From an optimization exercise on the open Yosys and OpenROAD flow, aimed at small area, a short achievable clock period and few clock cycles per item; shortcuts taken in it are not production practice. The RTL was checked by simulation tests, not by an equivalence proof against the original design.

## job 351
Design dot_product, start of the top module:
module dot_product #(
  parameter ADDR_WIDTH = 5,
  parameter WIDTH = 32
) (
  input clk,
  input rst,
  input [ADDR_WIDTH:0] len,
  input [WIDTH-1:0] a_data,
  input a_valid,
  output reg a_ready,
  input [WIDTH-1:0] b_data,
  input b_valid,
  output reg b_ready,
  output [WIDTH-1:0] c_data,
  output reg c_valid,
  input c_ready
);
==> flow/config.mk <==
export PLATFORM = sky130hd
export DESIGN_NAME = dot_product
export DESIGN_NICKNAME = dot_product
export VERILOG_FILES = /design/flow/design.v
export SDC_FILE = /design/flow/constraint.sdc
export NUM_CORES = 4
export LEC_CHECK = 0
export CAP_MARGIN = 5
export CORE_MARGIN = 2
export CORE_UTILIZATION = 40
export PLACE_DENSITY = 0.6
export SLEW_MARGIN = 5
==> flow/constraint.sdc <==
create_clock -name core_clock -period 10.0 [get_ports {clk}]
set_input_delay 2.0000 -clock core_clock [delete_from_list [all_inputs] [get_ports {clk}]]
set_output_delay 2.0000 -clock core_clock [all_outputs]
set_load 0.01 [all_outputs]
standard.sh (not shown) runs the stock make flow with config.mk's settings and CLKGATE_MAP_FILE= SYNTH_SCRIPT=/design/flow/synth_recipe.tcl, a recipe that flattens the netlist after the stock synthesis.
==> flow/flow/run.sh <==
#!/bin/bash
# Own layout flow: the standard layout (standard synthesis, floorplan,
# placement, CTS, routing) run through standard.sh, with extra make settings
# read from flow/make_args.txt (one VAR=value per line). They set how hard
# timing repair works (a setup slack margin, so that repair keeps shortening
# the critical paths after the 10 ns clock is met) and which buffer cell
# buffers the ports. The design's clock and I/O constraints are unchanged.
# make's full output goes to flow_make.log here; each ORFS step also keeps
# its own log under orfs/logs/.
set -euo pipefail
cd "$(dirname "$0")/.."
args=()
while IFS= read -r line || [[ -n "$line" ]]; do
  [[ -z "$line" || "$line" == \#* ]] && continue
  args+=("$line")
done < flow/make_args.txt
bash standard.sh "${args[@]}" finish > flow_make.log 2>&1
==> flow/flow/make_args.txt <==
SETUP_SLACK_MARGIN=6.65
BUFFER_PORTS_ARGS=-buffer_cell sky130_fd_sc_hd__buf_2
Job 351 finished every step from synthesis to the final layout, and the layout passed the timing, DRC and antenna checks.
Testbench counts of job 351, summed over its fixed seeds: cycles 10,109, items 512.
Changes in job 8335 relative to job 351:
# job 351
export LEC_CHECK = 0
export CAP_MARGIN = 5
export CORE_MARGIN = 2
export CORE_UTILIZATION = 40
export PLACE_DENSITY = 0.6
export SLEW_MARGIN = 5
create_clock -name core_clock -period 10.0 [get_ports {clk}]
# job 8335
export LEC_CHECK = 0
export CAP_MARGIN = 5
export CORE_MARGIN = 2
export CORE_UTILIZATION = 45
export PLACE_DENSITY = 0.55
export SLEW_MARGIN = 5
create_clock -name core_clock -period 10.0 [get_ports {clk}]
==> flow/flow/make_args.txt <==
SETUP_SLACK_MARGIN=6.6
BUFFER_PORTS_ARGS=-buffer_cell sky130_fd_sc_hd__buf_2
Notes after the runs:
Job 8335 vs. job 351: synthesized cell count roughly the same; clock buffer count in the final layout lower; worst slack after detailed placement lower; number of instances in the placed design lower.
| worst setup slack after layout | lower: job 8335 |
## Diff of input files: job 8717 against job 8335
# job 8335
export LEC_CHECK = 0
export CAP_MARGIN = 5
export CORE_MARGIN = 2
export CORE_UTILIZATION = 45
export PLACE_DENSITY = 0.55
export SLEW_MARGIN = 5
create_clock -name core_clock -period 10.0 [get_ports {clk}]
# job 8717
export LEC_CHECK = 0
export CAP_MARGIN = 20
export CORE_MARGIN = 2
export CORE_UTILIZATION = 40
export PLACE_DENSITY = 0.6
export SLEW_MARGIN = 20
create_clock -name core_clock -period 10.0 [get_ports {clk}]
==> flow/flow/make_args.txt <==
SETUP_SLACK_MARGIN=6.5
BUFFER_PORTS_ARGS=-buffer_cell sky130_fd_sc_hd__buf_2
- Both conditions hold for job 8717: the flow ran to the end and the final layout passed the timing, DRC and antenna checks.
- Taking job 8335 as the reference point, the final cell count of job 8717 rises by 79.
- Job 8717 vs job 8335, count of clock-buffer cells in the layout went up by 24%.
- met2 capacity usage during global routing for job 8717 is lower than for job 8335.
- Per the comparison of job 8717 with job 8335, starting density of the core now smaller; total instance count after detailed placement now larger.
- Job 8717 ends up with lower met1 routing resource usage after global routing than job 8335 does.
- The growth of design area from synthesis to finish of job 8335 and that of job 8717 are within noise of each other.

---

== tundra ==
Another version of the RTL of dot_product (not shown whole).
Size: ~240 flip-flops, roughly 110 I/O pins, about 19,000 sq um of cells after synthesis.
==> flow/config.mk <==
export PLATFORM = sky130hd
export DESIGN_NAME = dot_product
export DESIGN_NICKNAME = dot_product
export VERILOG_FILES = /design/flow/design.v
export SDC_FILE = /design/flow/constraint.sdc
export NUM_CORES = 4
export LEC_CHECK = 0
export CAP_MARGIN = 20
export CORE_MARGIN = 2
export CORE_UTILIZATION = 40
export PLACE_DENSITY = 0.6
export SLEW_MARGIN = 20
==> flow/constraint.sdc <==
create_clock -name core_clock -period 10.0 [get_ports {clk}]
set_input_delay 2.0000 -clock core_clock [delete_from_list [all_inputs] [get_ports {clk}]]
set_output_delay 2.0000 -clock core_clock [all_outputs]
set_load 0.01 [all_outputs]
==> flow/flow/run.sh <==
#!/bin/bash
# Own layout flow: the standard layout (standard synthesis, floorplan,
# placement, CTS, routing) with the timing repair steps aiming at a setup
# slack margin below the clock period, so that repair keeps shortening the
# critical paths instead of stopping once the 10 ns clock is met.
# The design's clock and I/O constraints are used unchanged.
set -euo pipefail
cd "$(dirname "$0")/.."
MARGIN=$(cat flow/margin.txt)
bash standard.sh SETUP_SLACK_MARGIN="$MARGIN" finish > flow_make.log 2>&1
==> flow/flow/margin.txt <==
6.6
tundra: flow completed, timing, DRC and antenna clean
Testbench counts of tundra, summed over its fixed seeds: cycles 10,109, items 512.
[inputs] zinc vs tundra
==> flow/flow/run.sh <==
#!/bin/bash
# Own layout flow: the standard layout (standard synthesis, floorplan,
# placement, CTS, routing) run through standard.sh, with extra make settings
# read from flow/make_args.txt (one VAR=value per line). They set how hard
# timing repair works (a setup slack margin, so that repair keeps shortening
# the critical paths after the 10 ns clock is met) and which buffer cell
# buffers the ports. The design's clock and I/O constraints are unchanged.
# make's full output goes to flow_make.log here; each ORFS step also keeps
# its own log under orfs/logs/.
set -euo pipefail
cd "$(dirname "$0")/.."
args=()
while IFS= read -r line || [[ -n "$line" ]]; do
  [[ -z "$line" || "$line" == \#* ]] && continue
  args+=("$line")
done < flow/make_args.txt
bash standard.sh "${args[@]}" finish > flow_make.log 2>&1
==> flow/flow/make_args.txt (new file) <==
SETUP_SLACK_MARGIN=6.8
BUFFER_PORTS_ARGS=-buffer_cell sky130_fd_sc_hd__buf_2
removed: flow/flow/margin.txt
Notes after the runs:
| post-route worst setup slack | higher: zinc |
Compared with tundra, zinc shows a worst path buffer plus inverter count that is 3 lower.
Final standard cell utilization of the core, tundra and zinc: larger value in zinc
Between zinc and tundra, the global-route usage does not differ in any meaningful way.
Summary of zinc over tundra: cell area increased about 0.8%, share of the clock period used by the worst path decreased 0.19 points.
## Diff of input files: raven against zinc
==> flow/flow/make_args.txt <==
SETUP_SLACK_MARGIN=6.0
BUFFER_PORTS_ARGS=-buffer_cell sky130_fd_sc_hd__buf_2
==> notes.md <==
Summary of raven over zinc: length of routed wiring on met1 now sits lower; portion of the clock cycle consumed by the worst path in the final layout now sits higher.
Diff zinc -> raven: net count after synthesis level, final cell area excluding filler cells went down by about 12%.
--- input diff raven..fjord ---
- a change of CORE_UTILIZATION from 40 to 55
- a change of PLACE_DENSITY from 0.6 to 0.7
==> flow/flow/make_args.txt <==
SETUP_SLACK_MARGIN=6.6
BUFFER_PORTS_ARGS=-buffer_cell sky130_fd_sc_hd__buf_2
Results
Summary of fjord over raven: detailed-placement wirelength estimate decreased about 5.6%, design area increased 8.8%. Diff raven -> fjord | global-route usage | increase of 10 points. Against raven, first-pass GRT wire length in fjord rose by a little under 10%.
Inputs modified between fjord and lagoon:
- swapping 0.7 for 0.6 in PLACE_DENSITY
- swapping 55 for 40 in CORE_UTILIZATION
==> flow/flow/make_args.txt <==
SETUP_SLACK_MARGIN=6.3
BUFFER_PORTS_ARGS=-buffer_cell sky130_fd_sc_hd__buf_2
==> notes.md <==
- Number of flops mapped to enable cells by yosys came out exactly the same in fjord and lagoon.
- Per the comparison of lagoon with fjord, wire length saw a decrease; met3 layer wire length in the routed design decreased 36%; met1 track utilization from global routing fell by 12 points; number of tap cells added at floorplan moved up.
- Of the two values seen for launch point of the critical path, m_8_0$_DFF_P_ was produced by lagoon and b_one[5]$_DFFE_PN_ by fjord.
> inputs changed (lagoon -> garnet)
==> flow/flow/make_args.txt <==
SETUP_SLACK_MARGIN=6.6
BUFFER_PORTS_ARGS=-buffer_cell sky130_fd_sc_hd__buf_2
Notes after the runs:
garnet did not stop at any stage, and its layout met the timing, DRC and antenna checks.
Changes observed in garnet relative to lagoon: slew of the pin with the lowest slew margin has increased, hold slack has increased.
| combined flip-flop and latch cell area | garnet vs lagoon | ≈ equal |
Share of post-route cells with drive strength above 1 up 9.1 points in garnet wrt lagoon
Summary — layout overhead on the synthesized area, garnet relative to lagoon: higher, by 6.6 points.
Looking at clock-cell share of area, garnet sits 0.52 points below lagoon.
In garnet the cell count turned out about 3% higher than in lagoon.
Between lagoon and garnet, the standard cell area after detailed placement figures differ only marginally.
Cmp garnet and lagoon / number of cells upsized or downsized after cts / lower: lagoon

---

Setup of build 6:
dot_product with an RTL version that a note above also has.
For scale: ~2100 cells after synthesis, ~240 flip-flops, roughly 110 I/O pins, about 0.020 mm2 of cells after synthesis.
Settings: LEC_CHECK=0, CAP_MARGIN=5, CORE_MARGIN=2, CORE_UTILIZATION=40, PLACE_DENSITY=0.6, SLEW_MARGIN=5; clock period 10.0 ns.
==> flow/flow/run.sh <==
#!/bin/bash
# Own layout flow: the standard layout (standard synthesis, floorplan,
# placement, CTS, routing) run through standard.sh, with extra make settings
# read from flow/make_args.txt (one VAR=value per line). They set how hard
# timing repair works (a setup slack margin, so that repair keeps shortening
# the critical paths after the 10 ns clock is met) and which buffer cell
# buffers the ports. The design's clock and I/O constraints are unchanged.
# make's full output goes to flow_make.log here; each ORFS step also keeps
# its own log under orfs/logs/.
set -euo pipefail
cd "$(dirname "$0")/.."
args=()
while IFS= read -r line || [[ -n "$line" ]]; do
  [[ -z "$line" || "$line" == \#* ]] && continue
  args+=("$line")
done < flow/make_args.txt
bash standard.sh "${args[@]}" finish > flow_make.log 2>&1
==> flow/flow/make_args.txt <==
SETUP_SLACK_MARGIN=6.62
BUFFER_PORTS_ARGS=-buffer_cell sky130_fd_sc_hd__buf_2
Testbench counts of build 6, summed over its fixed seeds: cycles 10,109, items 512.
Setup changes, build 6 to build 7
Settings: SLEW_MARGIN now 20, was 5; CAP_MARGIN now 20, was 5.
==> flow/flow/make_args.txt <==
SETUP_SLACK_MARGIN=6.6
BUFFER_PORTS_ARGS=-buffer_cell sky130_fd_sc_hd__buf_2
DONT_USE_CELLS=sky130_fd_sc_hd__probe_p_8 sky130_fd_sc_hd__probec_p_8 sky130_fd_sc_hd__lpflow_bleeder_1 sky130_fd_sc_hd__lpflow_clkbufkapwr_1 sky130_fd_sc_hd__lpflow_clkbufkapwr_16 sky130_fd_sc_hd__lpflow_clkbufkapwr_2 sky130_fd_sc_hd__lpflow_clkbufkapwr_4 sky130_fd_sc_hd__lpflow_clkbufkapwr_8 sky130_fd_sc_hd__lpflow_clkinvkapwr_1 sky130_fd_sc_hd__lpflow_clkinvkapwr_16 sky130_fd_sc_hd__lpflow_clkinvkapwr_2 sky130_fd_sc_hd__lpflow_clkinvkapwr_4 sky130_fd_sc_hd__lpflow_clkinvkapwr_8 sky130_fd_sc_hd__lpflow_decapkapwr_12 sky130_fd_sc_hd__lpflow_decapkapwr_3 sky130_fd_sc_hd__lpflow_decapkapwr_4 sky130_fd_sc_hd__lpflow_decapkapwr_6 sky130_fd_sc_hd__lpflow_decapkapwr_8 sky130_fd_sc_hd__lpflow_inputiso0n_1 sky130_fd_sc_hd__lpflow_inputiso0p_1 sky130_fd_sc_hd__lpflow_inputiso1n_1 sky130_fd_sc_hd__lpflow_inputiso1p_1 sky130_fd_sc_hd__lpflow_inputisolatch_1 sky130_fd_sc_hd__lpflow_isobufsrc_1 sky130_fd_sc_hd__lpflow_isobufsrc_16 sky130_fd_sc_hd__lpflow_isobufsrc_2 sky130_fd_sc_hd__lpflow_isobufsrc_4 sky130_fd_sc_hd__lpflow_isobufsrc_8 sky130_fd_sc_hd__lpflow_isobufsrckapwr_16 sky130_fd_sc_hd__lpflow_lsbuf_lh_hl_isowell_tap_1 sky130_fd_sc_hd__lpflow_lsbuf_lh_hl_isowell_tap_2 sky130_fd_sc_hd__lpflow_lsbuf_lh_hl_isowell_tap_4 sky130_fd_sc_hd__lpflow_lsbuf_lh_isowell_4 sky130_fd_sc_hd__lpflow_lsbuf_lh_isowell_tap_1 sky130_fd_sc_hd__lpflow_lsbuf_lh_isowell_tap_2 sky130_fd_sc_hd__lpflow_lsbuf_lh_isowell_tap_4 sky130_fd_sc_hd__fa_1 sky130_fd_sc_hd__fa_2 sky130_fd_sc_hd__fa_4 sky130_fd_sc_hd__ha_1 sky130_fd_sc_hd__ha_2 sky130_fd_sc_hd__ha_4
Results
Every stage of the flow completed for build 7, and the final layout passed the timing, DRC and antenna checks.
Build 6 went all the way through the flow, and no timing, DRC or antenna check failed.
The faster design of the two is build 6; build 7 tops out lower.
Build 6 leaves more setup margin than build 7.
Comparing build 7 and build 6, the lower number of different library cells in the post-synthesis netlist was measured on build 6.
Summary of build 7 over build 6: number of antenna violations at the first check in global routing flat.
What build 63 does differently from build 7 at the input level:
Settings: changing CAP_MARGIN from 20 to 5; setting GPL_ROUTABILITY_DRIVEN to 0 for the first time; changing SLEW_MARGIN from 20 to 5.
==> flow/flow/make_args.txt <==
SETUP_SLACK_MARGIN=6.6
BUFFER_PORTS_ARGS=-buffer_cell sky130_fd_sc_hd__buf_2
### Flow results
- Number of vias after detailed routing delta (build 63 − build 7): favourable
- The global-route wire length before repair of build 63 falls short of that of build 7 by about 11%.
- Total routed wire length on the met1 layer shrinks by a few percent when moving from build 7 to build 63.
- Die size: build 63 is under build 7
- Compared with build 7, design area in build 63 decreased by a little under 10%.
- Lower cell area after synthesis goes to build 63 over build 7.
- Compared to build 7, the routing of build 63 uses less wire.
- Number of cells produced by synthesis sits lower in build 63 than in build 7.
- | maximum frequency | higher: build 63 |
- Looking only at endpoint required time on the critical path, and setting everything else aside, the lower value of build 63 and build 7 goes to build 7.
> inputs changed (build 63 -> build 23)
Settings: removing GPL_ROUTABILITY_DRIVEN (formerly 0); changing CAP_MARGIN from 5 to 0; changing SLEW_MARGIN from 5 to 0.
==> comparison <==
- Build 23 against build 63: via count down 0.78%.
- Lower non-clock buffer count among build 23 and build 63: build 23
> inputs changed (build 23 -> build 52)
Settings: CAP_MARGIN now 5, was 0; SLEW_MARGIN now 5, was 0; CTS_BUF_LIST now sky130_fd_sc_hd__clkbuf_4 sky130_fd_sc_hd__clkbuf_8, previously not set.
### Flow results
Build 52 reports its capturing instance or port of the critical path as acc[14]$_SDFF_PP0_ while build 23 reports m_27_2$_DFF_P_.
Delta (build 52 minus build 23): minimum setup slack in the final design lower, worst-case register-to-register setup slack roughly the same, wire length after detailed routing higher.
Build 23 has lower time the final worst path needs with I/O delays and setup than build 52.
[compare] base=build 23 new=build 52: clock-buffer cell count higher; global-route wire length before repair went up.
> inputs changed (build 52 -> build 34)
Settings: putting TNS_END_PERCENT at 10 where nothing was set; clearing CTS_BUF_LIST, which used to be sky130_fd_sc_hd__clkbuf_4 sky130_fd_sc_hd__clkbuf_8.
==> flow/flow/make_args.txt <==
SETUP_SLACK_MARGIN=6.8
BUFFER_PORTS_ARGS=-buffer_cell sky130_fd_sc_hd__buf_2
Findings:
- Build 34: done, clean on timing, DRC and antenna
- Build 34 vs. build 52: cell count climbed 32, first-iteration DRC count climbed 24%, detailed route wirelength on metal2 climbed about 1.1%, number of global-route vias before repair climbed about 0.8%.

-- port drivers added, routing unchanged --
In the flow no input, the clock included, has a driving cell. The finished layouts below were timed again as built, in two steps. Step 1: set_driving_cell puts a clkbuf_16 on clk and a buf_2 on each other input, an assumption about the parent block. Step 2 moves the port delays by t, midway between the first and last clock arrival at a register: inputs arrive t later, outputs are due t later. That takes back most of the time a late clock gives input paths. Slacks: ideal / step 1 / step 2; pairs: ideal / step 1.
run	shift t [ns]	setup slack, ns	latest minus earliest clock arrival (ns)	slew at the worst register clock pin (ns)
job 351	0.622	6.726 / 6.726 / 6.486	0.014 / 0.014	0.06 / 0.06
job 8335	0.627	6.662 / 6.662 / 6.636	0.009 / 0.008	0.06 / 0.06
job 8717	0.617	6.652 / 6.652 / 6.584	0.017 / 0.016	0.06 / 0.06
tundra	0.625	6.501 / 6.501 / 6.501	0.021 / 0.021	0.07 / 0.07
zinc	0.617	6.520 / 6.520 / 6.520	0.015 / 0.015	0.07 / 0.07
raven	0.621	6.167 / 6.167 / 6.167	0.027 / 0.027	0.07 / 0.07
fjord	0.604	6.473 / 6.473 / 6.473	0.030 / 0.030	0.07 / 0.07
lagoon	0.609	6.326 / 6.326 / 6.326	0.015 / 0.015	0.07 / 0.07
garnet	0.621	6.466 / 6.466 / 6.466	0.037 / 0.037	0.07 / 0.07
build 6	0.621	6.697 / 6.685 / 6.491	0.015 / 0.014	0.06 / 0.06
build 7	0.617	6.528 / 6.528 / 6.528	0.014 / 0.014	0.07 / 0.07
build 63	0.625	6.674 / 6.630 / 6.403	0.018 / 0.017	0.06 / 0.06
build 23	0.623	6.713 / 6.684 / 6.490	0.016 / 0.015	0.06 / 0.06
build 52	0.657	6.705 / 6.705 / 6.475	0.027 / 0.027	0.07 / 0.07
build 34	0.618	6.735 / 6.735 / 6.490	0.014 / 0.014	0.06 / 0.06
After both steps every run listed still meets setup and hold. The setup slack of build 63, which loses most, moves by -0.044 ns with the drivers and by -0.271 ns with both steps.
